What follows belongs to an exercise in optimizing a design on an open flow for small area; a production flow would make more cautious choices. The RTL was checked by simulation tests, not by an equivalence proof against the original design. No activity file was given, so power comes from the tool's default toggle rates.

**flow/run.sh**
```bash
#!/bin/bash
# synth_recipe.tcl (not shown) runs the flow's synth.tcl, then flattens the netlist and writes it again
# the make line also repeats each setting of config.mk as NAME=value (left out here)
make -C /OpenROAD-flow-scripts/flow DESIGN_CONFIG=/design/flow/config.mk WORK_HOME=/design/flow/orfs CLKGATE_MAP_FILE= SYNTH_SCRIPT=/design/flow/synth_recipe.tcl finish
```
**flow/config.mk**
```make
export PLATFORM = sky130hd
export DESIGN_NAME = axi_stream_insert_header
export DESIGN_NICKNAME = axi_stream_insert_header
export VERILOG_FILES = /design/flow/design.v
export SDC_FILE = /design/flow/constraint.sdc
export NUM_CORES = 4
export LEC_CHECK = 0
export CAP_MARGIN = 30
export CORE_MARGIN = 2
export CORE_UTILIZATION = 45
export CTS_BUF_LIST = sky130_fd_sc_hd__clkbuf_4 sky130_fd_sc_hd__clkbuf_8
export CTS_CLUSTER_DIAMETER = 80
export CTS_CLUSTER_SIZE = 12
export SLEW_MARGIN = 25
export SYNTH_HIERARCHICAL = 1
```
**flow/constraint.sdc**
```tcl
create_clock -name core_clock -period 5.0 [get_ports {clk}]
set_input_delay 1.0000 -clock core_clock [delete_from_list [all_inputs] [get_ports {clk}]]
set_output_delay 1.0000 -clock core_clock [all_outputs]
set_load 0.01 [all_outputs]
```
**flow/design.v**
```verilog
`timescale 1ns/1ps
module axi_stream_insert_header #(
parameter DATA_WD = 256,
parameter DATA_BYTE_WD = DATA_WD / 8,
parameter BYTE_CNT_WD = $clog2(DATA_BYTE_WD)
) (
input clk,
input rst_n,
input valid_in,
input [DATA_WD-1 : 0] data_in,
input [DATA_BYTE_WD-1 : 0] keep_in,
input last_in,
output ready_in,
output valid_out,
output [DATA_WD-1 : 0] data_out,
output [DATA_BYTE_WD-1 : 0] keep_out,
output last_out,
input ready_out,
input valid_insert,
input [DATA_WD-1 : 0] data_insert,
input [DATA_BYTE_WD-1 : 0] keep_insert,
input [BYTE_CNT_WD-1 : 0] byte_insert_cnt,
output ready_insert
);
localparam LW = 9;
localparam NB = DATA_BYTE_WD;
localparam W  = NB * LW;
assign ready_in = ready_out;
assign ready_insert = ready_out;
reg valid_s;        
reg mode_r;         
reg kflag;          
reg valid_out_r;
reg [BYTE_CNT_WD-1:0] cnt_r;    
reg [BYTE_CNT_WD-1:0] cnt_n;    
reg acc_r;          
reg rdy_r;          
reg last_out_r;
reg [W-1:0] hi_n;   
reg [W-1:0] lo_n;   
reg [W-1:0] out_r;
wire acc = valid_in & ready_out;
wire hdr = ~valid_s & valid_insert & acc;       
wire en  = acc & (valid_s | valid_insert);      
wire vs_next = (last_in & acc) ? 1'b0 : (valid_insert & acc) ? 1'b1 : valid_s;
wire [W-1:0] in_l, ins_l;
genvar g;
generate for (g = 0; g < NB; g = g + 1) begin : pk
    assign in_l[g*LW +: LW]  = {keep_in[g], data_in[g*8 +: 8]};
    assign ins_l[g*LW +: LW] = {keep_insert[g], data_insert[g*8 +: 8]};
end endgenerate
wire ld      = en | (~valid_s & mode_r);    
wire ld_hold = ~ld;
wire hi_in   = hdr & last_in;               
wire hi_ins  = hdr & ~last_in;              
wire hi_lo   = ld & ~hdr;                   
wire lo_in   = ld & (valid_s | hi_ins);
wire [W-1:0] hi_d, lo_d;
axi_stream_insert_header_load #(.W(W)) u_load (
    .hi_n(hi_n), .lo_n(lo_n), .in_l(in_l), .ins_l(ins_l),
    .hold_n(ld), .hi_in(hi_in), .hi_ins(hi_ins), .hold(ld_hold), .hi_lo_n(~hi_lo), .lo_in(lo_in),
    .hi_d(hi_d), .lo_d(lo_d));
wire [BYTE_CNT_WD-1:0] ksel = valid_s ? cnt_r : byte_insert_cnt;
always @(posedge clk, negedge rst_n) begin
    if (!rst_n) begin
        valid_s <= 1'b0;
        mode_r <= 1'b0;
        kflag <= 1'b0;
        valid_out_r <= 1'b0;
    end else begin
        valid_s <= vs_next;
        mode_r <= vs_next | valid_s;
        if (en)
            kflag <= keep_in[ksel];
        valid_out_r <= rdy_r & (mode_r ? acc_r : kflag);
    end
end
always @(posedge clk) begin
    acc_r <= acc;
    rdy_r <= ready_out;
    if (hdr) begin
        cnt_r <= byte_insert_cnt;
        cnt_n <= ~byte_insert_cnt;
    end
    last_out_r <= (last_in & acc & ~kflag) | (~mode_r & kflag & rdy_r);
    lo_n <= lo_d;
    hi_n <= hi_d;
end
wire [(2*NB-1)*LW-1:0] st [0:BYTE_CNT_WD];
assign st[0] = {hi_n, lo_n[W-1:LW]};
genvar k;
generate for (k = BYTE_CNT_WD-1; k >= 0; k = k - 1) begin : sh
    localparam I = BYTE_CNT_WD-1-k;        
    localparam N = (NB + (1 << k) - 1) * LW;    
    assign st[I+1][N-1:0] = ~((st[I][N + (1 << k)*LW - 1 : (1 << k)*LW] | {N{cnt_n[k]}}) &
                              (st[I][N-1:0]                             | {N{cnt_r[k]}}));
    if (N < (2*NB-1)*LW) begin : pad
        assign st[I+1][(2*NB-1)*LW-1:N] = {((2*NB-1)*LW-N){1'b0}};
    end
end endgenerate
wire [W-1:0] win = (BYTE_CNT_WD % 2) ? st[BYTE_CNT_WD][W-1:0] : ~st[BYTE_CNT_WD][W-1:0];
always @(posedge clk)
    out_r <= win;
generate for (g = 0; g < NB; g = g + 1) begin : upk
    assign data_out[g*8 +: 8] = out_r[g*LW +: 8];
    assign keep_out[g] = out_r[g*LW + 8];
end endgenerate
assign valid_out = valid_out_r;
assign last_out = last_out_r;
endmodule
module axi_stream_insert_header_load #(
parameter W = 288
) (
input [W-1:0] hi_n,
input [W-1:0] lo_n,
input [W-1:0] in_l,
input [W-1:0] ins_l,
input hold,
input hold_n,
input hi_in,
input hi_ins,
input hi_lo_n,
input lo_in,
output [W-1:0] hi_d,
output [W-1:0] lo_d
);
wire [W-1:0] keep_hi = ~((hi_n | {W{hold_n}}) & (lo_n | {W{hi_lo_n}}));
axi_stream_insert_header_sel #(.W(W)) u_sel (
    .in_l(in_l), .ins_l(ins_l), .hi_in(hi_in), .hi_ins(hi_ins), .keep_hi(keep_hi), .hi_d(hi_d));
assign lo_d = ~((~lo_n & ~{W{hold_n}}) | (in_l & {W{lo_in}}));
endmodule
module axi_stream_insert_header_sel #(
parameter W = 288
) (
input [W-1:0] in_l,
input [W-1:0] ins_l,
input hi_in,
input hi_ins,
input [W-1:0] keep_hi,
output [W-1:0] hi_d
);
assign hi_d = ~((in_l & {W{hi_in}}) | (ins_l & {W{hi_ins}}) | keep_hi);
endmodule
```
==> flow_summary.ini <==
[clocking]
clockRootBuffer = clkbuf_8
cts_tree = yes
clkLatencyLatePin_ns = 0.77
htree_levels = 3
postCtsSetupBuffers = 0
clk_pin_slew_ns = 0.10
cts_hold_buf = 0
numClockSinks = 881
cts_made_buffers = 84
clock_path_buffers = 3
cts_resized = 0

[power_and_ir_drop]
peakVddDrop_mv = 0.2425
p_per_area_mw_per_mm2 = 469.5
p_leak_nw = 16.70

[synthesis]
synth_warnings = 7
synth_area_sq_mm = 0.03901
syn_area_per_cell_sq_um = 9.465
synth_nets = 4709
netlist_instances = 4122

[worst_setup_path]
worstPathArrival_ns = 4.51
critical_path.cell_chain = buf_12 > o22ai_1 > o22ai_1 > o22ai_1 > o22ai_1 > o22ai_1
worstReg2RegEnd = out_r[225]
cp_max_fo = 118
worstSetupPathType = reg2reg
endpoint_kind = register
r2r_start = cnt_n[4]
critical_path.top_delay_family = compound AO/OA/AOI/OAI gates
ff2ff_path_depth = 6
max_stage_delay_ns = 1.04
required_ns = 5.52
worst_path_max_delay_cell = edfxtp_1
path_buf_inv = 1
cpMostUsedCell = o22ai_1
cp-start-kind = register
reg2reg_slack_ns = 1.01

[sta]
finalMaxSlewViolations = 0
hold_viol = 0
period_share_pct = 79.82
max_freq_mhz = 250.6
setup_viol = 0
rsz0062_at_grt = false
tns_ns = 0
relSlewSlack_pct = 21.48
fin_ws_ns = 1.009
worstMarginPinSlew_ns = 1.178
period_needed_ns = 3.991
skew_ns = 0.05618

[drt]
wl_mm = 232.7
drc = 0
avgViaCountPerCell = 7.716
wl_per_cell_um = 39.82
drt_iter0_markers = 8753
vias = 45090
drtAntennaViolNets = 0
firstDrtPassIters = 10

[place]
dp_hpwl_mm = 181.4
dp_cells = 5712
post_dp_cell_area_sq_mm = 0.04771
gp_congestion = 1.108
post-place-ws_ns = 0.9729
numPortBuffers = 878

[floorplanning]
initial_utilization_pct = 45.61
io_pins = 879
core_sq_mm = 0.08555
die_w_um = 298.5
die_y_um = 298.5
dieArea_sq_mm = 0.08907
num_rows = 107

[final_layout]
drive_gt1_share_pct = 5.996
final_common_cell = o22ai_1
final_cell_mix = 1962 x o22ai_1, 878 x clkdlybuf4s50_1, 867 x dfxtp_1, 289 x a2bb2oi_1, 268 x a221oi_1
fin_area_sq_mm = 0.04917
areaGrowthSynthToFinish_pct = 26.03
final_cells = 5844
nets = 5244

[global_route]
groute.usage.overall_pct = 49.31
grt_max_degree = 257
grt_pass1_vias = 39770
grt_pass1_wl_mm = 311.8
grt_antenna_before_repair = 38
overflow = 0

[flow_run]
cap_violations = 0

[hold_path]
min_path_type = in2async

[status]
status = finished clean
==> per-stage QoR <==
| step | hold WS, ns | util (%) | power, mW |
|---|---|---|---|
| 2_1_floorplan | 0.4427 | - | 14.25 |
| 3_3_place_gp | 0.4625 | 55.77 | 18.27 |
| 3_5_place_dp | 0.4671 | 55.77 | 18.40 |
| 4_1_cts | 0.3987 | 57.30 | 22.46 |
| 5_1_grt | 0.4322 | 57.41 | 23.46 |
| 6_report | 0.4404 | 57.48 | 23.09 |
==> worst max-delay path by stage <==
stage	startpoint	to	slack, ns	cells past startpoint
after global routing	cnt_n[4]	out_r[182]	1.20	6
after global placement	ready_out	hi_n[252]	1.13	9
after floorplan	valid_in	hi_n[10]	2.39	9
after CTS	cnt_n[4]	out_r[225]	1.43	6
final	cnt_n[4]	out_r[225]	1.01	6
after detailed placement	ready_out	hi_n[105]	0.97	9
==> final cells by class <==
| cell class | count | area (sq um) |
|---|---|---|
| diodes | 30 | 75.07 |
| clock buffers | 90 | 1201 |
| clock inverters | 9 | 115.1 |
| fillers | 7552 | 36380 |
| inverters | 12 | 45.04 |
| multi-input cells | 2655 | 18190 |
| flip-flops and latches | 881 | 17760 |
| well taps | 1144 | 1431 |
| repair buffers | 1023 | 10360 |
==> where the power goes <==
| group | leakage (nW) | switching [mW] | internal (mW) |
|---|---|---|---|
| Clock | 0.681 | 2.53 | 1.64 |
| Combinational | 8.63 | 5.24 | 3.51 |
| Sequential | 7.39 | 1.41 | 8.76 |
| Total | 16.7 | 9.18 | 13.9 |
==> registers in the layout, indices dropped and copies added (netlist names) <==
name         cells
cnt_n            5
valid_s          1
rdy_r            1
cnt_r            5
acc_r            1
mode_r           1
valid_out_r      1
lo_n           288
last_out_r       1
hi_n           288
out_r          288
kflag            1
==> routing by layer <==
layer	global-route usage, %	up-vias	share of wire (%)
li1	-	18530	-
met1	62.93	21590	37
met2	70.11	4116	41
met3	16.02	840	14
met4	34.72	14	8.8
met5	0	-	0.040

## what the ideal ports hide
The results above use ideal ports. As a check the final layout listed here was re-extracted and re-timed, cells and wires unchanged. Step 1 (the two cells are an assumption about what drives the block):
set clk [get_ports {clk}]
set_driving_cell -lib_cell sky130_fd_sc_hd__clkbuf_16 $clk
set_driving_cell -lib_cell sky130_fd_sc_hd__buf_2 [delete_from_list [all_inputs] $clk]
Step 2 adds t to the input delays and takes it off the output delays; t is the mean of the earliest and latest rising clock arrival at the registers after step 1. Input paths then give back, and output paths get back, about the clock's delay inside the block. Slacks: no drivers / after step 1 / after step 2; pairs: no drivers / after step 1.
shift t [ns]: 0.813
slack for setup (ns): 1.009 / 1.009 / 0.728
latest minus earliest clock arrival (ns): 0.056 / 0.056
slew at the worst register clock pin (ns): 0.10 / 0.10
After both steps this run still meets setup and hold. The setup slack of this run moves by 0.000 ns with the drivers and by -0.281 ns with both steps.
